Source: an optimization exercise on an open RTL-to-GDS flow (aim: a short achievable clock period and few clock cycles). Production flows keep margins and buffers that such runs may drop. In this exercise RTL edits were held to simulation tests only and were not proved equivalent to the original. Power is estimated from default activity; no workload was simulated.

==> design/flow/design.v <==
module thco_core(
    input wire clk,
    input wire rst,               
    output wire[15:0] mem_addr,
    output wire[15:0] mem_wdata,
    output wire mem_we,
    input wire[15:0] mem_rdata
);
localparam CI = 7;                
localparam CN = 1 << CI;
localparam CT = 16 - CI;          
localparam PW = 16'd64;           
function [15:0] add16(input [15:0] a, input [15:0] b, input cin);
    reg [15:0] g, p, gn, pn;
    integer i, d;
    begin
        g = a & b;
        p = a | b;
        g[0] = g[0] | (p[0] & cin);
        for (d = 1; d < 16; d = d * 2) begin
            for (i = 0; i < 16; i = i + 1) begin
                if (i >= d) begin
                    gn[i] = g[i] | (p[i] & g[i - d]);
                    pn[i] = p[i] & p[i - d];
                end else begin
                    gn[i] = g[i];
                    pn[i] = p[i];
                end
            end
            g = gn;
            p = pn;
        end
        add16 = a ^ b ^ {g[14:0], cin};
    end
endfunction
reg[15:0] pc;                     
reg pend_v;                       
reg[15:0] pend_tgt;
reg f_bus;                        
reg f_pf;                         
reg[15:0] pf;
reg[15:0] c_data[0:CN-1];
reg[CT-1:0] c_tag[0:CN-1];
reg[CN-1:0] c_val;
reg d_v;
reg[3:0] d_sA, d_sB;
reg d_we;
reg[3:0] d_dst;
reg d_ld, d_st;
reg d_add, d_sub, d_and, d_or, d_cmp, d_slt, d_sll, d_sra, d_pass;
reg d_immb;
reg[15:0] d_imm;
reg d_const;
reg[15:0] d_cval;
reg d_b, d_beqz, d_bnez, d_jr;
reg[15:0] d_btgt;
reg[2:0] d_sh;
reg e_v;
reg e_we;                         
reg[3:0] e_dst;
reg e_ld;
reg e_busy;                       
reg e_store;                      
reg e_add, e_sub, e_and, e_or, e_cmp, e_slt, e_sll, e_sra, e_pass;
reg[15:0] e_a, e_b;
reg[2:0] e_sh;
reg[15:0] e_addr;
reg[15:0] e_wdata;
reg[15:0] rf[0:11];
assign mem_addr = ({16{e_busy}} & e_addr) | ({16{f_pf}} & pf) | ({16{f_bus}} & pc);
assign mem_we = e_store;
assign mem_wdata = e_wdata;
wire[CI-1:0] f_idx = pc[CI-1:0];
wire f_hit = c_val[f_idx] && (c_tag[f_idx] == pc[15:CI]);
wire f_ok = f_bus || f_hit;
wire[15:0] f_ins = f_bus ? mem_rdata : c_data[f_idx];
wire[15:0] pc1 = pc + 16'd1;
wire[15:0] pc2 = pc + 16'd2;
wire[CI-1:0] n_idx = pc1[CI-1:0];
wire n_hit = c_val[n_idx] && (c_tag[n_idx] == pc1[15:CI]);
wire[CI-1:0] p_idx = pf[CI-1:0];
wire[15:0] pf_dist = add16(pf, ~pc, 1'b1);
wire pf_ok = (pf_dist < PW);
wire[4:0] op = f_ins[15:11];
wire[2:0] rx = f_ins[10:8];
wire[2:0] ry = f_ins[7:5];
wire[2:0] rz = f_ins[4:2];
wire[15:0] imm8 = {{8{f_ins[7]}}, f_ins[7:0]};
wire[15:0] imm5 = {{11{f_ins[4]}}, f_ins[4:0]};
wire[15:0] imm4 = {{12{f_ins[3]}}, f_ins[3:0]};
wire[15:0] imm11 = {{5{f_ins[10]}}, f_ins[10:0]};
reg useA;
reg[3:0] sA, sB;
reg k_we;
reg[3:0] k_dst;
reg k_ld, k_st;
reg k_add, k_sub, k_and, k_or, k_cmp, k_slt, k_sll, k_sra, k_pass;
reg k_immb;                       
reg[15:0] k_imm;
reg k_const;                      
reg[15:0] k_cval;
reg k_b, k_beqz, k_bnez, k_jr;    
reg k_long;                       
always @(*) begin
    useA = 1'b0;
    sA = {1'b0, rx}; sB = {1'b0, ry};
    k_we = 1'b0; k_dst = {1'b0, rx};
    k_ld = 1'b0; k_st = 1'b0;
    k_add = 1'b0; k_sub = 1'b0; k_and = 1'b0; k_or = 1'b0;
    k_cmp = 1'b0; k_slt = 1'b0; k_sll = 1'b0; k_sra = 1'b0; k_pass = 1'b0;
    k_immb = 1'b0; k_imm = imm8;
    k_const = 1'b0; k_cval = imm8;
    k_b = 1'b0; k_beqz = 1'b0; k_bnez = 1'b0; k_jr = 1'b0;
    k_long = 1'b0;
    case (op)
        5'b00110: begin  
            if (f_ins[1:0] == 2'b00 || f_ins[1:0] == 2'b11) begin
                useA = 1'b1; sA = {1'b0, ry};
                k_we = 1'b1; k_dst = {1'b0, rx};
                k_sll = (f_ins[1:0] == 2'b00);
                k_sra = (f_ins[1:0] == 2'b11);
            end
        end
        5'b11100: begin  
            if (f_ins[1:0] == 2'b01 || f_ins[1:0] == 2'b11) begin
                useA = 1'b1;
                k_we = 1'b1; k_dst = {1'b0, rz};
                k_add = (f_ins[1:0] == 2'b01);
                k_sub = (f_ins[1:0] == 2'b11);
            end
        end
        5'b11101: begin
            case (f_ins[4:0])
                5'b01100: begin useA = 1'b1; k_we = 1'b1; k_and = 1'b1; end
                5'b01101: begin useA = 1'b1; k_we = 1'b1; k_or = 1'b1; end
                5'b01010: begin useA = 1'b1; k_we = 1'b1; k_dst = 4'd10; k_cmp = 1'b1; end
                5'b00011: begin useA = 1'b1; k_we = 1'b1; k_dst = 4'd10; k_slt = 1'b1; end
                5'b00000: begin
                    case (ry)
                        3'b010: begin  
                            k_we = 1'b1; k_pass = 1'b1; k_const = 1'b1; k_cval = pc1;
                        end
                        3'b000: begin  
                            useA = 1'b1; k_jr = 1'b1;
                        end
                        3'b001: begin  
                            useA = 1'b1; sA = 4'd9; k_jr = 1'b1;
                        end
                        3'b110: begin  
                            useA = 1'b1; k_jr = 1'b1;
                            k_we = 1'b1; k_dst = 4'd9; k_pass = 1'b1;
                            k_const = 1'b1; k_cval = pc2;
                        end
                        default: ;
                    endcase
                end
                default: ;
            endcase
        end
        5'b01100: begin
            case (rx)
                3'b100: begin  
                    useA = 1'b1; sA = {1'b0, ry}; k_we = 1'b1; k_dst = 4'd8; k_pass = 1'b1;
                end
                3'b011: begin  
                    useA = 1'b1; sA = 4'd8; k_we = 1'b1; k_dst = 4'd8; k_add = 1'b1; k_immb = 1'b1;
                end
                3'b010: begin  
                    useA = 1'b1; sA = 4'd8; sB = 4'd9;
                    k_st = 1'b1; k_immb = 1'b1;
                end
                3'b000: begin  
                    useA = 1'b1; sA = 4'd10; k_beqz = 1'b1;
                end
                3'b001: begin  
                    useA = 1'b1; sA = 4'd10; k_bnez = 1'b1;
                end
                default: ;
            endcase
        end
        5'b11110: begin
            if (f_ins[1:0] == 2'b00) begin  
                useA = 1'b1; sA = 4'd11; k_we = 1'b1; k_pass = 1'b1;
            end else if (f_ins[1:0] == 2'b01) begin  
                useA = 1'b1; k_we = 1'b1; k_dst = 4'd11; k_pass = 1'b1;
            end
        end
        5'b01001: begin  
            useA = 1'b1; k_we = 1'b1; k_add = 1'b1; k_immb = 1'b1;
        end
        5'b01000: begin  
            useA = 1'b1; k_we = 1'b1; k_dst = {1'b0, ry}; k_add = 1'b1; k_immb = 1'b1; k_imm = imm4;
        end
        5'b01101: begin  
            k_we = 1'b1; k_pass = 1'b1; k_const = 1'b1;
        end
        5'b10011: begin  
            useA = 1'b1; k_we = 1'b1; k_dst = {1'b0, ry}; k_ld = 1'b1; k_immb = 1'b1; k_imm = imm5;
        end
        5'b10010: begin  
            useA = 1'b1; sA = 4'd8; k_we = 1'b1; k_ld = 1'b1; k_immb = 1'b1;
        end
        5'b11011: begin  
            useA = 1'b1; k_st = 1'b1; k_immb = 1'b1; k_imm = imm5;
        end
        5'b11010: begin  
            useA = 1'b1; sA = 4'd8; sB = {1'b0, rx}; k_st = 1'b1; k_immb = 1'b1;
        end
        5'b00010: begin  
            k_b = 1'b1; k_long = 1'b1;
        end
        5'b00100: begin  
            useA = 1'b1; k_beqz = 1'b1;
        end
        5'b00101: begin  
            useA = 1'b1; k_bnez = 1'b1;
        end
        default: ;
    endcase
end
wire[15:0] f_btgt = add16(pc1, k_long ? imm11 : imm8, 1'b0);
wire e_inv = e_sub | e_slt;
wire[15:0] e_bx = e_b ^ {16{e_inv}};
wire[15:0] e_sum = add16(e_a, e_bx, e_inv);
wire e_ne = (e_a != e_b);
wire e_lt = (e_a[15] & ~e_b[15]) | (~(e_a[15] ^ e_b[15]) & e_sum[15]);
wire[3:0] e_s = (e_sh == 3'd0) ? 4'd8 : {1'b0, e_sh};
wire[15:0] e_sllv = e_a << e_s;
wire[15:0] e_srav = (e_a >> e_s) | ~(16'hffff >> e_s) & {16{e_a[15]}};
wire[15:0] e_andv = e_a & e_b;
wire[15:0] e_orv = e_a | e_b;
wire[15:0] e_res =
    ({16{e_add | e_sub}} & e_sum) |
    ({16{e_and}} & e_andv) |
    ({16{e_or}} & e_orv) |
    ({16{e_sll}} & e_sllv) |
    ({16{e_sra}} & e_srav) |
    ({16{e_pass}} & e_a) |
    {15'd0, (e_cmp & e_ne) | (e_slt & e_lt)};
wire[15:0] e_x = e_a ^ e_b;
wire[15:0] e_o = e_a | e_b;
wire e_zadd = (e_x == {e_o[14:0], 1'b0});
wire e_zero =
    (e_add & e_zadd) |
    (e_sub & ~e_ne) |
    (e_and & ~|e_andv) |
    (e_or & ~|e_orv) |
    (e_sll & ~|e_sllv) |
    (e_sra & ~|e_srav) |
    (e_pass & ~|e_a) |
    (e_cmp & ~e_ne) |
    (e_slt & ~e_lt) |
    ~(e_add | e_sub | e_and | e_or | e_sll | e_sra | e_pass | e_cmp | e_slt);
wire fwdA = e_v && e_we && (e_dst == d_sA);
wire fwdB = e_v && e_we && (e_dst == d_sB);
wire[15:0] rfA = (d_sA < 4'd12) ? rf[d_sA] : 16'd0;
wire[15:0] rfB = (d_sB < 4'd12) ? rf[d_sB] : 16'd0;
wire[15:0] e_val = e_ld ? mem_rdata : e_res;
wire[15:0] valA = fwdA ? e_val : rfA;
wire[15:0] valB = fwdB ? e_val : rfB;
wire agi_haz = (d_ld || d_st) && fwdA;
wire br_haz = (d_beqz || d_bnez || d_jr) && e_ld && fwdA;
wire d_stall = d_v && (agi_haz || br_haz);
wire n_busy = d_v && !d_stall && (d_ld || d_st);
wire[15:0] d_addr = add16(rfA, d_imm, 1'b0);
wire zA = fwdA ? e_zero : ~|rfA;
wire d_taken = d_v && !d_stall && (d_b || d_jr || (d_beqz && zA) || (d_bnez && !zA));
wire[15:0] d_jrv = fwdA ? e_res : rfA;
wire[15:0] d_tgt = d_jr ? d_jrv : d_btgt;
wire n_pf = pf_ok && (d_stall ? f_hit : (f_ok && !d_taken && !pend_v && n_hit));
integer i;
always @(posedge clk) begin
    if (!rst) begin
        pc <= 16'd0;
        pend_v <= 1'b0;
        f_bus <= 1'b1;
        f_pf <= 1'b0;
        pf <= 16'd0;
        c_val <= {CN{1'b0}};
        d_v <= 1'b0;
        e_v <= 1'b0;
        e_busy <= 1'b0;
        e_store <= 1'b0;
        for (i = 0; i < 12; i = i + 1) rf[i] <= 16'd0;
        rf[8] <= 16'hfe00;
    end else begin
        if (f_bus) begin
            c_data[f_idx] <= mem_rdata;
            c_tag[f_idx] <= pc[15:CI];
            c_val[f_idx] <= 1'b1;
        end else if (f_pf) begin
            c_data[p_idx] <= mem_rdata;
            c_tag[p_idx] <= pf[15:CI];
            c_val[p_idx] <= 1'b1;
        end
        if (!d_stall) begin
            if (f_ok) begin
                pc <= d_taken ? d_tgt : pend_v ? pend_tgt : pc1;
                pend_v <= 1'b0;
            end else if (d_taken) begin
                pend_v <= 1'b1;
            end
            if (d_taken) pend_tgt <= d_tgt;
            d_v <= f_ok;
            d_sA <= sA; d_sB <= sB;
            d_we <= k_we; d_dst <= k_dst;
            d_ld <= k_ld; d_st <= k_st;
            d_add <= k_add; d_sub <= k_sub; d_and <= k_and; d_or <= k_or;
            d_cmp <= k_cmp; d_slt <= k_slt; d_sll <= k_sll; d_sra <= k_sra; d_pass <= k_pass;
            d_immb <= k_immb; d_imm <= k_imm;
            d_const <= k_const; d_cval <= k_cval;
            d_b <= k_b; d_beqz <= k_beqz; d_bnez <= k_bnez; d_jr <= k_jr;
            d_btgt <= f_btgt;
            d_sh <= f_ins[4:2];
        end
        if (f_bus && !f_hit) pf <= pc1;
        else if (f_pf) pf <= pf + 16'd1;
        f_pf <= !n_busy && n_pf;
        f_bus <= !n_busy && !n_pf;
        if (e_v && e_we) rf[e_dst] <= e_val;
        e_v <= d_v && !d_stall;
        e_busy <= n_busy;
        e_store <= d_v && !d_stall && d_st;
        e_we <= d_we;
        e_dst <= d_dst;
        e_ld <= d_ld;
        e_add <= d_add; e_sub <= d_sub; e_and <= d_and; e_or <= d_or;
        e_cmp <= d_cmp; e_slt <= d_slt; e_sll <= d_sll; e_sra <= d_sra; e_pass <= d_pass;
        e_a <= d_const ? d_cval : valA;
        e_b <= d_immb ? d_imm : valB;
        e_sh <= d_sh;
        e_addr <= d_addr;
        e_wdata <= valB;
    end
end
endmodule
==> design/flow/run.sh <==
#!/bin/bash
# synth_recipe.tcl (not shown) runs the flow's synth.tcl, then flattens the netlist and writes it again
# the make line also repeats each setting of config.mk as NAME=value (left out here)
make -C /OpenROAD-flow-scripts/flow DESIGN_CONFIG=/design/flow/config.mk WORK_HOME=/design/flow/orfs CLKGATE_MAP_FILE= SYNTH_SCRIPT=/design/flow/synth_recipe.tcl finish
==> design/flow/config.mk <==
export PLATFORM = sky130hd
export DESIGN_NAME = thco_core
export DESIGN_NICKNAME = thco_core
export VERILOG_FILES = /design/flow/design.v
export SDC_FILE = /design/flow/constraint.sdc
export NUM_CORES = 4
export LEC_CHECK = 0
export CAP_MARGIN = 20
export CORE_MARGIN = 2
export CORE_UTILIZATION = 40
export SETUP_SLACK_MARGIN = 5
export SLEW_MARGIN = 20
==> design/flow/constraint.sdc <==
create_clock -name core_clock -period 9.5 [get_ports {clk}]
set_input_delay 1.9000 -clock core_clock [delete_from_list [all_inputs] [get_ports {clk}]]
set_output_delay 1.9000 -clock core_clock [all_outputs]
set_load 0.01 [all_outputs]
==> metrics.md, run 1 <==
| Metric | Value |
|---|---|
| Status | complete, no violations |
| Detailed Routing Iterations Pass 1 | 12 |
| Overall power | 46.0 mW |
| Final setup fails | 0 |
| Crit-path cells | buf_4, inv_1, buf_8, nand2_1, buf_4, a31oi_4, nand4_1, o32ai_4, buf_6, buf_6, buf_6, and4b_2, nand2_4, or4_4, a22oi_2, o221ai_2, mux2_4 |
| Count leader, synth | edfxtp_1 |
| DRC Markers | 0 |
| Max cap viols | 0 |
| Slew Limit Fails | 0 |
| Yosys warns | 1 |
| CP bufs+invs | 7 |
| Top area cells in the synthesized netlist | edfxtp_1 (64%), mux4_2 (17%), mux2i_1 (2.3%) |
| Endpoints failing hold | 0 |
| CTS Buffer Depth | 4 |
| Final ANT Viol Nets | 0 |
| Area delta synth->final | 17.1% |
| Path type of the worst setup path | flop to flop |
| CTS tree | yes |
| Vias per cell | 6.61 |
| Static Leak | 64.8 nW |
| Post-synthesis register bit count | 3,807 |
| CP delay by family, top | simple AND/OR/NAND/NOR gates |
| Hold Path Class | flop to flop |
| Dpl ws | 2.15 ns |
| Layout Nets | 10,700 |
| Area after DPL | 0.181 sq mm |
| Clk slew on worst S/H paths | 0.06 ns |
| Critical Path Max Stage Delay | 0.90 ns |
| Final wirelength | 650,000 um |
| Crit start category | flop |
| Die area | 0.434 sq mm |
| I/O pin count | 51 |
| Post-synth ARST share | 0% |
| Worst-path fanout max | 20 |
| Die height | 659 um |
| Primary FF master, synth | edfxtp_1 |
| Yosys top cell area share | 63.5% |
| Critical path endpoint category | flop |
| Slew margin rel. | 21.3% |
| Clk Tree Root Cell | clkbuf_16 |
| CTS buffer count | 394 |
| Layout cells sized above 1 | 30.1% |
| CORE AREA | 0.427 sq mm |
| Final min period | 5.65 ns |
| H-tree Lvls | 5 |
| Syn avg cell area | 17.2 sq um |
| Routability congestion estimate | 0.987 |
| Slowest library cell on the worst path | nand4_1 |
| Peak VDD IR | 0.162 mV |
| Clk sink count | 3,807 |
| Fin Clk Skew | 0.120 ns |
| Detailed Place HPWL | 393,000 um |
| Post-route cell area | 0.201 sq mm |
| Unrepaired setup endpoints after global routing | yes |
| Compound-gate portion of the synthesized area | 4.78% |
| Mapped Nets | 10,100 |
| Largest family of logic cells by synthesized area | multiplexers |
| Top cells by count, synth | edfxtp_1 (3,625), mux4_2 (1,292), nor2_1 (728), nand2_1 (574), mux2i_1 (391) |
| Via count | 109,000 |
| Worst path required time | 10.35 ns |
| CTS Hold Bufs | 0 |
| Final Cycle Share | 59.5% |
| Worst Tran Pin Value | 1.18 ns |
| IO buf count | 50 |
| Total grt overflow | 0 |
| Syn Inst Count | 9,973 |
| Initial antenna violation count | 43 |
| Worst-Skew Late Latency | 1.05 ns |
| Number of enable flip-flop cells after synthesis | 3,625 |
| Initial Util | 40.1% |
| Synth Cell Area | 0.171 sq mm |
| WL/cell | 39.2 um |
| Area share of fa/ha/maj cells after synthesis | 1.14% |
| Vias in the first global route | 105,000 |
| Critical path arrival | 6.50 ns |
| Most used cell, CP | buf_6 |
| Post-synthesis xor/xnor area fraction | 0.736% |
| Pwr per Cell Area | 229 mW/mm^2 |
| GR Util All Layers | 29.3% |
| Total Neg Setup Slack | 0 ns |
| Row count | 240 |
| HP Start | d_add |
| DRT iter0 DRCs | 18,900 |
| Area leader, netlist | edfxtp_1 |
| Sequential area share after synthesis | 65.6% |
| Largest net degree at the start of global routing | 123 |
| Fraction of the mapped netlist area in simple logic gates | 5.20% |
| Post-synthesis mux area share | 19.9% |
| Unique masters post-synth | 101 |
| Achievable Freq | 0.177 GHz |
| Final WS setup | 3.85 ns |
| Die Width | 659 um |
| First-pass GRT wire length | 881,000 um |
==> layout make-up <==
class,instances,area (sq um)
fillers,35700,226000
flip-flops and latches,3807,113000
multi-input cells,5267,57700
clock buffers,500,10500
repair buffers,823,9390
well taps,5687,7120
clock inverters,223,2360
inverters,225,950
diodes,24,60.1
==> through the flow <==
step / std cells / utilization (%) / hold WS (ns)
after global placement: 15500 / 42.3 / 0.409
after CTS: 16400 / 46.6 / 0.410
after detailed placement: 15500 / 42.3 / 0.407
after floorplan: 9973 / - / 0.400
final: 16600 / 47.0 / 0.406
after global routing: 16500 / 47.0 / 0.418
==> where the power goes <==
part / switching (mW) / internal [mW] / leakage (nW)
registers: 0.270 / 18.9 / 34.6
logic: 6.95 / 4.26 / 23.9
clock network: 6.75 / 8.90 / 6.25
total: 14.0 / 32.0 / 64.8
==> registers in the layout, indices dropped and copies added, names as in the netlist, 6 cells and up, named ones only <==
register,count
pend_tgt,16
pc,16
c_val,128
pf,16
d_cval,16
e_a,16
rf,256
e_wdata,16
d_imm,6
c_tag,1152
d_btgt,16
c_data,2048
e_addr,16
e_b,16
==> per-layer routing <==
layer | share of wire [%] | up-vias | track usage [%] | wire length [um]
met5 | 0.036 | - | 0.266 | 234
met4 | 6.5 | 22 | 15.2 | 42200
met3 | 13 | 1714 | 8.81 | 85200
met2 | 44 | 8437 | 43.6 | 285000
met1 | 36 | 57500 | 38.8 | 237000
li1 | - | 41800 | - | -
==> cell usage in the layout (no fill, tap or decap), types with 164 or more instances in the layout <==
cell type  count
o22ai_1      164
buf_4        531
nand2_1      543
nor2_1       572
clkbuf_16    403
mux4_2      1293
dfxtp_1      166
inv_1        197
edfxtp_1    3625
a21oi_1      270
mux2i_1      367
==> final timing paths <==
| kind | endpoint | slack, ns | cells after the start |
|---|---|---|---|
| min | e_add | 0.41 | 0 |
| max reg2reg | flop | 3.85 | 17 |
| max | flop | 3.85 | 17 |
| min reg2reg | e_add | 0.41 | 0 |
==> timing repair <==
action | CTS | global route
pin swaps | 111 | 65
setup endpoints to repair | 3031 | 820
gates cloned | 49 | 7
resized for setup | 589 | 166
endpoints found under the hold margin | 0 | 0
setup buffers | 209 | 75
==> logic make-up after synthesis <==
kind of cell    after synthesis
flops                      3807
simple gates               1968
mux                        1766
xor+xnor                    144
compound gates             1229
fa+ha+maj                   155
buf+inv                     904
Testbench counts, summed over its fixed seeds: cycles 29,230.
==> run 2, diff against run 1 <==
--- a/design/flow/design.v
+++ b/design/flow/design.v
@@ -6,10 +6,10 @@
     output wire mem_we,
     input wire[15:0] mem_rdata
 );
-localparam CI = 7;                
+localparam CI = 6;                
 localparam CN = 1 << CI;
 localparam CT = 16 - CI;          
-localparam PW = 16'd64;           
+localparam PW = 16'd32;           
 function [15:0] add16(input [15:0] a, input [15:0] b, input cin);
     reg [15:0] g, p, gn, pn;
     integer i, d;
@@ -42,6 +42,8 @@
 reg[15:0] c_data[0:CN-1];
 reg[CT-1:0] c_tag[0:CN-1];
 reg[CN-1:0] c_val;
+reg q_hit;                        
+reg[15:0] q_data;
 reg d_v;
 reg[3:0] d_sA, d_sB;
 reg d_we;
@@ -53,7 +55,8 @@
 reg d_const;
 reg[15:0] d_cval;
 reg d_b, d_beqz, d_bnez, d_jr;
-reg[15:0] d_btgt;
+reg[15:0] d_pc1;                  
+reg[15:0] d_boff;                 
 reg[2:0] d_sh;
 reg e_v;
 reg e_we;                         
@@ -64,23 +67,44 @@
 reg e_add, e_sub, e_and, e_or, e_cmp, e_slt, e_sll, e_sra, e_pass;
 reg[15:0] e_a, e_b;
 reg[2:0] e_sh;
-reg[15:0] e_addr;
+reg[15:0] ma;                     
 reg[15:0] e_wdata;
 reg[15:0] rf[0:11];
-assign mem_addr = ({16{e_busy}} & e_addr) | ({16{f_pf}} & pf) | ({16{f_bus}} & pc);
+assign mem_addr = ma;
 assign mem_we = e_store;
 assign mem_wdata = e_wdata;
 wire[CI-1:0] f_idx = pc[CI-1:0];
-wire f_hit = c_val[f_idx] && (c_tag[f_idx] == pc[15:CI]);
-wire f_ok = f_bus || f_hit;
-wire[15:0] f_ins = f_bus ? mem_rdata : c_data[f_idx];
+wire f_ok = f_bus || q_hit;
+wire[15:0] f_ins = f_bus ? mem_rdata : q_data;
 wire[15:0] pc1 = pc + 16'd1;
 wire[15:0] pc2 = pc + 16'd2;
-wire[CI-1:0] n_idx = pc1[CI-1:0];
-wire n_hit = c_val[n_idx] && (c_tag[n_idx] == pc1[15:CI]);
+wire[15:0] n_data[0:CN-1];
+wire[CT-1:0] n_tag[0:CN-1];
+wire[CN-1:0] n_val = {c_val[0], c_val[CN-1:1]};
+genvar gi;
+generate
+    for (gi = 0; gi < CN; gi = gi + 1) begin : rot
+        assign n_data[gi] = c_data[(gi + 1) % CN];
+        assign n_tag[gi] = c_tag[(gi + 1) % CN];
+    end
+endgenerate
+wire[CT-1:0] tag_p1 = pc[15:CI] + 1'b1;
+wire[CT-1:0] n_tagr = n_tag[f_idx];
+wire n_hit = n_val[f_idx] && ((&pc[CI-1:0]) ? (n_tagr == tag_p1) : (n_tagr == pc[15:CI]));
+wire[CT-1:0] m_tag[0:CN-1];
+wire[CN-1:0] m_val = {c_val[1:0], c_val[CN-1:2]};
+generate
+    for (gi = 0; gi < CN; gi = gi + 1) begin : rot2
+        assign m_tag[gi] = c_tag[(gi + 2) % CN];
+    end
+endgenerate
+wire[CT-1:0] m_tagr = m_tag[f_idx];
+wire m_hit = m_val[f_idx] && ((&pc[CI-1:1]) ? (m_tagr == tag_p1) : (m_tagr == pc[15:CI]));
+reg m_hit_r;                      
+reg seq_r;                        
 wire[CI-1:0] p_idx = pf[CI-1:0];
 wire[15:0] pf_dist = add16(pf, ~pc, 1'b1);
-wire pf_ok = (pf_dist < PW);
+reg pf_ok;                        
 wire[4:0] op = f_ins[15:11];
 wire[2:0] rx = f_ins[10:8];
 wire[2:0] ry = f_ins[7:5];
@@ -218,7 +242,7 @@
         default: ;
     endcase
 end
-wire[15:0] f_btgt = add16(pc1, k_long ? imm11 : imm8, 1'b0);
+wire[15:0] f_boff = k_long ? imm11 : imm8;
 wire e_inv = e_sub | e_slt;
 wire[15:0] e_bx = e_b ^ {16{e_inv}};
 wire[15:0] e_sum = add16(e_a, e_bx, e_inv);
@@ -266,16 +290,32 @@
 wire zA = fwdA ? e_zero : ~|rfA;
 wire d_taken = d_v && !d_stall && (d_b || d_jr || (d_beqz && zA) || (d_bnez && !zA));
 wire[15:0] d_jrv = fwdA ? e_res : rfA;
+wire[15:0] d_btgt = add16(d_pc1, d_boff, 1'b0);
 wire[15:0] d_tgt = d_jr ? d_jrv : d_btgt;
-wire n_pf = pf_ok && (d_stall ? f_hit : (f_ok && !d_taken && !pend_v && n_hit));
+wire f_hold = d_stall || !f_ok;
+wire f_seq = !f_hold && !d_taken && !pend_v;
+wire[15:0] pc_next = f_hold ? pc : d_taken ? d_tgt : pend_v ? pend_tgt : pc1;
+wire n_fill = f_pf && (pf == pc1);
+wire q_hit_next = f_hold ? (f_bus || q_hit) : (f_seq && (n_fill || n_hit));
+wire d_br = d_b || d_beqz || d_bnez || d_jr;
+wire n_pf = pf_ok && (f_hold ? (f_bus || q_hit) : (!pend_v && !(d_v && d_br) && seq_r && m_hit_r));
+reg rs_v;
+reg[15:0] rs_pc;
+wire[15:0] pf_next = rs_v ? rs_pc : f_pf ? (pf + 16'd1) : pf;
 integer i;
 always @(posedge clk) begin
     if (!rst) begin
         pc <= 16'd0;
+        ma <= 16'd0;
+        q_hit <= 1'b0;
         pend_v <= 1'b0;
         f_bus <= 1'b1;
         f_pf <= 1'b0;
         pf <= 16'd0;
+        pf_ok <= 1'b0;
+        rs_v <= 1'b0;
+        seq_r <= 1'b0;
+        m_hit_r <= 1'b0;
         c_val <= {CN{1'b0}};
         d_v <= 1'b0;
         e_v <= 1'b0;
@@ -284,53 +324,68 @@
         for (i = 0; i < 12; i = i + 1) rf[i] <= 16'd0;
         rf[8] <= 16'hfe00;
     end else begin
-        if (f_bus) begin
-            c_data[f_idx] <= mem_rdata;
-            c_tag[f_idx] <= pc[15:CI];
-            c_val[f_idx] <= 1'b1;
-        end else if (f_pf) begin
-            c_data[p_idx] <= mem_rdata;
-            c_tag[p_idx] <= pf[15:CI];
-            c_val[p_idx] <= 1'b1;
-        end
+        if (f_bus) c_val[f_idx] <= 1'b1;
+        else if (f_pf) c_val[p_idx] <= 1'b1;
+        pc <= pc_next;
+        q_hit <= q_hit_next;
         if (!d_stall) begin
             if (f_ok) begin
-                pc <= d_taken ? d_tgt : pend_v ? pend_tgt : pc1;
                 pend_v <= 1'b0;
             end else if (d_taken) begin
                 pend_v <= 1'b1;
             end
-            if (d_taken) pend_tgt <= d_tgt;
             d_v <= f_ok;
-            d_sA <= sA; d_sB <= sB;
-            d_we <= k_we; d_dst <= k_dst;
-            d_ld <= k_ld; d_st <= k_st;
-            d_add <= k_add; d_sub <= k_sub; d_and <= k_and; d_or <= k_or;
-            d_cmp <= k_cmp; d_slt <= k_slt; d_sll <= k_sll; d_sra <= k_sra; d_pass <= k_pass;
-            d_immb <= k_immb; d_imm <= k_imm;
-            d_const <= k_const; d_cval <= k_cval;
-            d_b <= k_b; d_beqz <= k_beqz; d_bnez <= k_bnez; d_jr <= k_jr;
-            d_btgt <= f_btgt;
-            d_sh <= f_ins[4:2];
         end
-        if (f_bus && !f_hit) pf <= pc1;
-        else if (f_pf) pf <= pf + 16'd1;
+        m_hit_r <= m_hit;
+        seq_r <= f_seq;
+        pf <= pf_next;
+        pf_ok <= (pf_dist < PW);
+        rs_v <= f_bus && !q_hit && !(pf_dist < PW);
         f_pf <= !n_busy && n_pf;
         f_bus <= !n_busy && !n_pf;
+        ma <= n_busy ? d_addr : n_pf ? pf_next : pc_next;
         if (e_v && e_we) rf[e_dst] <= e_val;
         e_v <= d_v && !d_stall;
         e_busy <= n_busy;
         e_store <= d_v && !d_stall && d_st;
-        e_we <= d_we;
-        e_dst <= d_dst;
-        e_ld <= d_ld;
-        e_add <= d_add; e_sub <= d_sub; e_and <= d_and; e_or <= d_or;
-        e_cmp <= d_cmp; e_slt <= d_slt; e_sll <= d_sll; e_sra <= d_sra; e_pass <= d_pass;
-        e_a <= d_const ? d_cval : valA;
-        e_b <= d_immb ? d_imm : valB;
-        e_sh <= d_sh;
-        e_addr <= d_addr;
-        e_wdata <= valB;
     end
 end
+always @(posedge clk) begin
+    if (f_bus) begin
+        c_data[f_idx] <= mem_rdata;
+        c_tag[f_idx] <= pc[15:CI];
+    end else if (f_pf) begin
+        c_data[p_idx] <= mem_rdata;
+        c_tag[p_idx] <= pf[15:CI];
+    end
+    if (f_hold) begin
+        if (f_bus) q_data <= mem_rdata;
+    end else begin
+        q_data <= n_fill ? mem_rdata : n_data[f_idx];
+    end
+    if (!d_stall) begin
+        if (d_taken) pend_tgt <= d_tgt;
+        d_sA <= sA; d_sB <= sB;
+        d_we <= k_we; d_dst <= k_dst;
+        d_ld <= k_ld; d_st <= k_st;
+        d_add <= k_add; d_sub <= k_sub; d_and <= k_and; d_or <= k_or;
+        d_cmp <= k_cmp; d_slt <= k_slt; d_sll <= k_sll; d_sra <= k_sra; d_pass <= k_pass;
+        d_immb <= k_immb; d_imm <= k_imm;
+        d_const <= k_const; d_cval <= k_cval;
+        d_b <= k_b; d_beqz <= k_beqz; d_bnez <= k_bnez; d_jr <= k_jr;
+        d_pc1 <= pc1;
+        d_boff <= f_boff;
+        d_sh <= f_ins[4:2];
+    end
+    rs_pc <= pc1;
+    e_we <= d_we;
+    e_dst <= d_dst;
+    e_ld <= d_ld;
+    e_add <= d_add; e_sub <= d_sub; e_and <= d_and; e_or <= d_or;
+    e_cmp <= d_cmp; e_slt <= d_slt; e_sll <= d_sll; e_sra <= d_sra; e_pass <= d_pass;
+    e_a <= d_const ? d_cval : valA;
+    e_b <= d_immb ? d_imm : valB;
+    e_sh <= d_sh;
+    e_wdata <= valB;
+end
 endmodule
--- a/design/flow/config.mk
+++ b/design/flow/config.mk
@@ -8,5 +8,6 @@
 export CAP_MARGIN = 20
 export CORE_MARGIN = 2
 export CORE_UTILIZATION = 40
+export PLACE_DENSITY = 0.45
 export SETUP_SLACK_MARGIN = 5
 export SLEW_MARGIN = 20
==> run 2 against run 1 <==
Net effect: via count decreased by 28%; still clean; area after synthesis decreased by 41%; total power down 46%; combinational power decreased by 68%; cell count down 31%; synthesized cell count down 23%; fmax rose by 20%; largest cell class unchanged.
==> metrics.md, run 2 <==
| Metric | Value |
|---|---|
| Slew Limit Fails | 0 |
| Largest register FFs | 1,024 |
| Endpoints failing hold | 0 |
| Final min period | 4.73 ns |
| Top cells by count, synth | edfxtp_1 (2,013), a22oi_1 (929), nor2_1 (536), nand2_1 (519), clkbuf_1 (374) |
| Area leader, netlist | edfxtp_1 |
| Final ANT Viol Nets | 0 |
| Total Neg Setup Slack | 0 ns |
| HP Start | d_or |
| Sequential area share after synthesis | 64.4% |
| WL/cell | 45.3 um |
| Filler-free cell count of the finished design | 11,400 |
| Mapped Nets | 7,842 |
| Largest regs | c_data (1024), c_tag (640), rf (256) |
| Placed cell count | 10,900 |
| Vias in the first global route | 73,300 |
| Most used cell, CP | buf_4 |
| Clk sink count | 2,242 |
| Final wirelength | 518,000 um |
| CTS tree | yes |
| DRC Markers | 0 |
| Initial antenna violation count | 30 |
| Worst Tran Pin Value | 1.25 ns |
| Routability congestion estimate | 0.967 |
| Layout Nets | 8,064 |
| CP bufs+invs | 4 |
| DRT iter0 DRCs | 13,800 |
| Detailed Routing Iterations Pass 1 | 6 |
| Yosys top cell area share | 59.9% |
| Primary FF master, synth | edfxtp_1 |
| I/O pin count | 51 |
| CP Launch Point | pc[1] |
| First-pass GRT wire length | 682,000 um |
| CTS Hold Bufs | 0 |
| Syn avg cell area | 13.2 sq um |
| Top area cells in the synthesized netlist | edfxtp_1 (60%), a22oi_1 (6.9%), dfxtp_1 (4.5%) |
| Achievable Freq | 0.212 GHz |
| Detailed Place HPWL | 304,000 um |
| Count leader, synth | edfxtp_1 |
| Slew margin rel. | 16.8% |
| IO buf count | 50 |
| Critical path endpoint category | flop |
| Worst path required time | 10.32 ns |
| Most frequent cells in the layout | edfxtp_1 (2,013), a22oi_1 (928), nand2_1 (515) |
| Post-Route Utilization | 46.7% |
| Unique masters post-synth | 99 |
| Worst-Skew Late Latency | 0.98 ns |
| Static Leak | 39.0 nW |
| Unrepaired setup endpoints after global routing | yes |
| Dpl ws | 3.37 ns |
| CP delay by family, top | compound AO/OA/AOI/OAI gates |
| Commonest non-fill, non-tap cell in the layout | edfxtp_1 |
| Fin Clk Skew | 0.108 ns |
| Final Cycle Share | 49.7% |
| Area delta synth->final | 16.2% |
| Yosys warns | 1 |
| Crit start category | flop |
| Worst-path fanout max | 20 |
| Post-synth ARST share | 0% |
| Via count | 78,400 |
| CORE AREA | 0.251 sq mm |
| Final WS setup | 4.77 ns |
| Die Width | 506 um |
| Die area | 0.256 sq mm |
| Row count | 184 |
| Vias per cell | 6.85 |
| Max cap viols | 0 |
| Total grt overflow | 0 |
| Clk Tree Root Cell | clkbuf_16 |
| H-tree Lvls | 5 |
| Peak VDD IR | 0.192 mV |
| Reg with most FFs | c_data |
| Critical Path Max Stage Delay | 0.64 ns |
| Clk slew on worst S/H paths | 0.08 ns |
| Post-synthesis register bit count | 2,242 |
| Initial Util | 40.2% |
| Pwr per Cell Area | 213 mW/mm^2 |
| Critical path arrival | 5.55 ns |
| Status | complete, no violations |
| Die height | 506 um |
| Largest net degree at the start of global routing | 82 |
| Filler Cell Count | 22,300 |
| Path type of the worst setup path | flop to flop |
| Slowest library cell on the worst path | mux2i_1 |
| Hold Path Class | flop to flop |
| Number of enable flip-flop cells after synthesis | 2,013 |
| Layout cells sized above 1 | 16.4% |
| R2r startpoint | pc[1] |
| Syn Inst Count | 7,661 |
| GR Util All Layers | 39.4% |
| Final setup fails | 0 |
| CTS Buffer Depth | 4 |
| Synth Cell Area | 0.101 sq mm |
| Crit-path cells | inv_1, ha_2, buf_4, nand3b_1, buf_4, nor2_4, buf_4, a222oi_1, nand3_1, nor3_1, nand4_1, mux2i_1, xnor2_1, o41ai_4, o211a_1 |
| CTS buffer count | 276 |
run 2: cell types whose count changed in the layout (fill, tap and decap cells not counted), moves of 88 or more:
cell / previous run / this run
buf_4: 531 / 353
nand4_1: 75 / 218
nand3_1: 147 / 352
mux2i_1: 367 / 133
a22oi_1: 118 / 928
edfxtp_1: 3625 / 2013
o22ai_1: 164 / 76
clkbuf_16: 403 / 282
nor2_1: 572 / 407
mux4_2: 1293 / 174
run 2: repair_timing:
action	CTS	global route
gates cloned	0	2
buffers inserted	57	30
pin swaps	30	12
endpoints found under the setup margin	325	180
resized for setup	85	80
run 2: per-stage QoR:
| step | hold slack [ns] | power (mW) | instance area [sq um] |
|---|---|---|---|
| after global placement | 0.326 | 14.8 | 107000 |
| final | 0.312 | 24.9 | 117000 |
| after CTS | 0.308 | 24.8 | 117000 |
| after detailed placement | 0.328 | 14.8 | 107000 |
| after floorplan | 0.323 | 13.3 | 101000 |
| after global routing | 0.319 | 25.5 | 117000 |
run 2: area by class of cell:
class / count / area, sq um / area share [%]
diodes: 16 / 40.0 / 0.0341
inverters: 210 / 797 / 0.680
clock inverters: 119 / 947 / 0.808
multi-input cells: 4683 / 34700 / 29.6
repair buffers: 470 / 4170 / 3.55
flip-flops and latches: 2242 / 65100 / 55.5
well taps: 3348 / 4190 / 3.57
clock buffers: 351 / 7400 / 6.31
run 2: worst register-to-register path, cell delays in order (launching register included):
cell      delay, ns
dfxtp_2        0.46
inv_1          0.17
ha_2           0.26
buf_4          0.24
nand3b_1       0.14
buf_4          0.19
nor2_4         0.14
buf_4          0.35
a222oi_1       0.50
nand3_1        0.11
nor3_1         0.28
nand4_1        0.30
mux2i_1        0.64
xnor2_1        0.21
o41ai_4        0.47
o211a_1        0.21
run 2: worst paths after layout:
| check | end | slack, ns | cells past startpoint |
|---|---|---|---|
| max | q_hit | 4.77 | 15 |
| max reg2reg | q_hit | 4.77 | 15 |
| min | e_or | 0.31 | 0 |
| min reg2reg | e_or | 0.31 | 0 |
run 2: kinds of logic (layout without fill, tap and decap cells):
kind of cell             count (synthesis)  in the layout  share of synthesized area [%]
AND/OR/NAND/NOR                       2183           2183                           10.5
flip-flops                            2242           2242                           64.4
XOR/XNOR                               175            175                           1.52
buffers and inverters                  737           1150                           2.89
other                                    0             16                              0
AO/OA/AOI/OAI                         1775           1776                           12.5
adder cells (fa/ha/maj)                164            164                           2.05
multiplexers                           385            385                           6.09
run 2: routing by layer:
| layer | vias to the layer above | share of wire (%) | wire [um] | GRT usage, % |
|---|---|---|---|---|
| met5 | - | 0.018 | 93 | 0 |
| met4 | 14 | 6.7 | 34700 | 21.7 |
| met3 | 1470 | 11 | 59500 | 10.7 |
| met2 | 5966 | 44 | 227000 | 59.4 |
| met1 | 40400 | 38 | 197000 | 51.6 |
| li1 | 30500 | - | - | - |
run 2: report_power, final:
part,switching (mW),leakage (nW),internal (mW)
clock network,4.26,4.08,5.81
logic,2.42,15.3,1.18
registers,0.260,19.6,11.0
total,6.94,39.0,18.0
Testbench counts of run 2, summed over its fixed seeds: cycles 30,364.
==> run 3, diff against run 2 <==
--- a/design/flow/design.v
+++ b/design/flow/design.v
@@ -6,10 +6,10 @@
     output wire mem_we,
     input wire[15:0] mem_rdata
 );
-localparam CI = 6;                
+localparam CI = 5;                
 localparam CN = 1 << CI;
 localparam CT = 16 - CI;          
-localparam PW = 16'd32;           
+localparam PW = 16'd16;           
 function [15:0] add16(input [15:0] a, input [15:0] b, input cin);
     reg [15:0] g, p, gn, pn;
     integer i, d;
==> run 3 against run 2 <==
Net effect: non-clock buffer count down 196; routed wire length shrank 48%; total power fell by 34%; critical path type unchanged; critical endpoint unchanged; largest power group unchanged; highest routed layer unchanged.
==> metrics.md, run 3 <==
| Metric | Value |
|---|---|
| Status | complete, no violations |
| Top area cells in the synthesized netlist | edfxtp_1 (54%), dfxtp_1 (5.9%), mux4_2 (5.8%) |
| Reg with most FFs | c_data |
| Area delta synth->final | 15.0% |
| H-tree Lvls | 4 |
| I/O pin count | 51 |
| Area after DPL | 0.0708 sq mm |
| Routability congestion estimate | 0.910 |
| Primary FF master, synth | edfxtp_1 |
| Post-route cell area | 0.0770 sq mm |
| Pwr per Cell Area | 214 mW/mm^2 |
| CTS Buffer Depth | 3 |
| Static Leak | 26.1 nW |
| Largest net degree at the start of global routing | 69 |
| Total grt overflow | 0 |
| Syn Inst Count | 5,221 |
| Clk Tree Root Cell | clkbuf_16 |
| R2r startpoint | pc[1] |
| Filler Cell Count | 15,000 |
| CTS buffer count | 158 |
| Unrepaired setup endpoints after global routing | yes |
| Total Neg Setup Slack | 0 ns |
| Mapped Nets | 5,405 |
| Worst-path fanout max | 29 |
| Initial antenna violation count | 10 |
| Sequential area share after synthesis | 60.3% |
| Final setup fails | 0 |
| Slew margin rel. | 20.3% |
| Clk sink count | 1,410 |
| Overall power | 16.4 mW |
| Die Width | 413 um |
| Worst path required time | 10.25 ns |
| HP Start | d_sll |
| Area leader, netlist | edfxtp_1 |
| RR Endpoint | q_hit |
| Via count | 48,600 |
| Final Cycle Share | 47.7% |
| Row count | 150 |
| Hold Slack | 0.339 ns |
| Yosys top cell area share | 54.4% |
| Largest regs | c_data (512), c_tag (352), rf (256) |
| Worst Tran Pin Value | 1.19 ns |
| Synth Cell Area | 0.0669 sq mm |
| Clk slew on worst S/H paths | 0.06 ns |
| Commonest non-fill, non-tap cell in the layout | edfxtp_1 |
| Layout Nets | 5,461 |
| DRT iter0 DRCs | 6,527 |
| WL/cell | 35.3 um |
| Vias per cell | 6.38 |
| Critical path arrival | 5.28 ns |
| Number of enable flip-flop cells after synthesis | 1,213 |
| Worst-Skew Late Latency | 0.83 ns |
| Endpoints failing hold | 0 |
| GR Util All Layers | 31.1% |
| Critical path endpoint category | flop |
| Final wirelength | 269,000 um |
| Count leader, synth | edfxtp_1 |
| Post-synth ARST share | 0% |
| # diodes | 0 |
| Hold Path Class | flop to flop |
| Initial Util | 40.2% |
| Unique masters post-synth | 79 |
| Top cells by count, synth | edfxtp_1 (1,213), nor2_1 (473), clkbuf_1 (288), nand2_1 (280), a22oi_1 (275) |
| Max cap viols | 0 |
| Vias in the first global route | 47,200 |
| IO buf count | 50 |
| Detailed Routing Iterations Pass 1 | 10 |
| Achievable Freq | 0.221 GHz |
| Path type of the worst setup path | flop to flop |
| Final ANT Viol Nets | 0 |
| Final min period | 4.53 ns |
| Slew Limit Fails | 0 |
| Layout cells sized above 1 | 16.5% |
| Filler-free cell count of the finished design | 7,615 |
| Post-synthesis register bit count | 1,410 |
| End of the critical path | q_hit |
| Largest register FFs | 512 |
| Yosys warns | 1 |
| Dpl ws | 3.85 ns |
| Placed cell count | 7,296 |
| Cells on worst reg2reg path | 17 |
| Crit start category | flop |
| Fin Clk Skew | 0.0376 ns |
| First-pass GRT wire length | 373,000 um |
| CORE AREA | 0.167 sq mm |
| Post-Route Utilization | 46.2% |
| CTS tree | yes |
| R2R setup slack | 4.97 ns |
| Final WS setup | 4.97 ns |
| Most frequent cells in the layout | edfxtp_1 (1,213), nor2_1 (439), a22oi_1 (275) |
| Die height | 413 um |
| Syn avg cell area | 12.8 sq um |
| CP Launch Point | pc[1] |
| Peak VDD IR | 0.216 mV |
| DRC Markers | 0 |
| Die area | 0.171 sq mm |
| Detailed Place HPWL | 166,000 um |
## run 3: routing by layer
layer  track usage (%)  share of wire, %  vias to the layer above
li1                  -                 -                    20500
met2              52.2                49                     2417
met5                 0             0.020                        -
met1              40.9                40                    25100
met4              11.7               4.0                        6
met3              4.40               6.9                      572
## run 3: layout make-up
type / count / area [sq um] / area share [%]
Inverter: 204 / 771 / 1.00
Timing Repair Buffer: 274 / 2430 / 3.15
Clock buffer: 198 / 4210 / 5.47
Sequential cell: 1410 / 40400 / 52.5
Tap cell: 2204 / 2760 / 3.58
Clock inverter: 96 / 1030 / 1.33
Multi-Input combinational cell: 3229 / 25400 / 33.0
## run 3: how the worst min path moves through the flow
stage | endpoint | slack (ns) | cells past startpoint
3_3_place_gp | e_dst[1] | 0.33 | 0
6_report | e_sll | 0.34 | 0
3_5_place_dp | e_dst[2] | 0.33 | 0
4_1_cts | e_dst[2] | 0.34 | 0
5_1_grt | e_and | 0.35 | 0
2_1_floorplan | e_add | 0.32 | 0
## run 3: logic make-up after synthesis
kind of cell               share of synthesized area, %
AOI/OAI and AO/OA                                  13.4
muxes                                              8.17
xor gates and xnor gates                           2.30
buffers and inverters                              3.39
and+or+nand+nor                                    9.33
DFF                                                60.3
adders and majority gates                          3.14
## run 3: where the power goes
part / internal [mW] / switching (mW) / total (mW)
Sequential: 7.01 / 0.238 / 7.25
Clock: 3.56 / 2.64 / 6.20
Combinational: 1.06 / 1.93 / 2.99
Total: 11.6 / 4.81 / 16.4
## run 3: critical path, cell delays in order (launching register included)
cell and delay, ns:
dfxtp_1 0.37, buf_12 0.22, inv_1 0.20, ha_1 0.22, buf_4 0.23, nor4bb_4 0.19
buf_4 0.21, buf_6 0.26, a22o_1 0.25, a221oi_1 0.21, nand4_1 0.12, nor4_1 0.31
a21oi_1 0.20, xnor2_1 0.24, a2111oi_4 0.45, a41oi_4 0.24, or3_1 0.35, a21oi_1 0.14
## run 3: what timing repair did
action / CTS / global route
pin swaps: 3 / 5
endpoints found under the hold margin: 0 / 0
resized for setup: 88 / 58
setup buffers: 11 / 10
hold buffers: 0 / 0
endpoints found under the setup margin: 118 / 94
cloned: 2 / 0
Testbench counts of run 3, summed over its fixed seeds: cycles 31,754.

-- afterwards: timing with drivers on the ports --
How much do the figures lean on ideal ports? The routed layouts below were timed once more, with nothing changed but the port constraints.
Step 1 sets driving cells, clkbuf_16 on the clock port and buf_2 on the other inputs (assumed; they add their load-dependent delay and slew).
Step 2 also shifts input and output timing later by t, the mid clock arrival at the registers, as if the neighbouring blocks saw the same clock.
a / b / c = no drivers / after step 1 / after step 2; a / b = the first two.
run	shift t [ns]	slack for setup (ns)	slew at the worst register clock pin (ns)
run 1	1.110	3.850 / 3.850 / 3.840	0.07 / 0.07
run 2	1.026	4.775 / 4.775 / 4.303	0.08 / 0.08
run 3	0.895	4.970 / 4.970 / 4.251	0.07 / 0.07
After both steps every run listed still meets setup and hold. For run 3, which loses most, drivers alone change the setup slack by 0.000 ns; drivers and shift together by -0.719 ns.
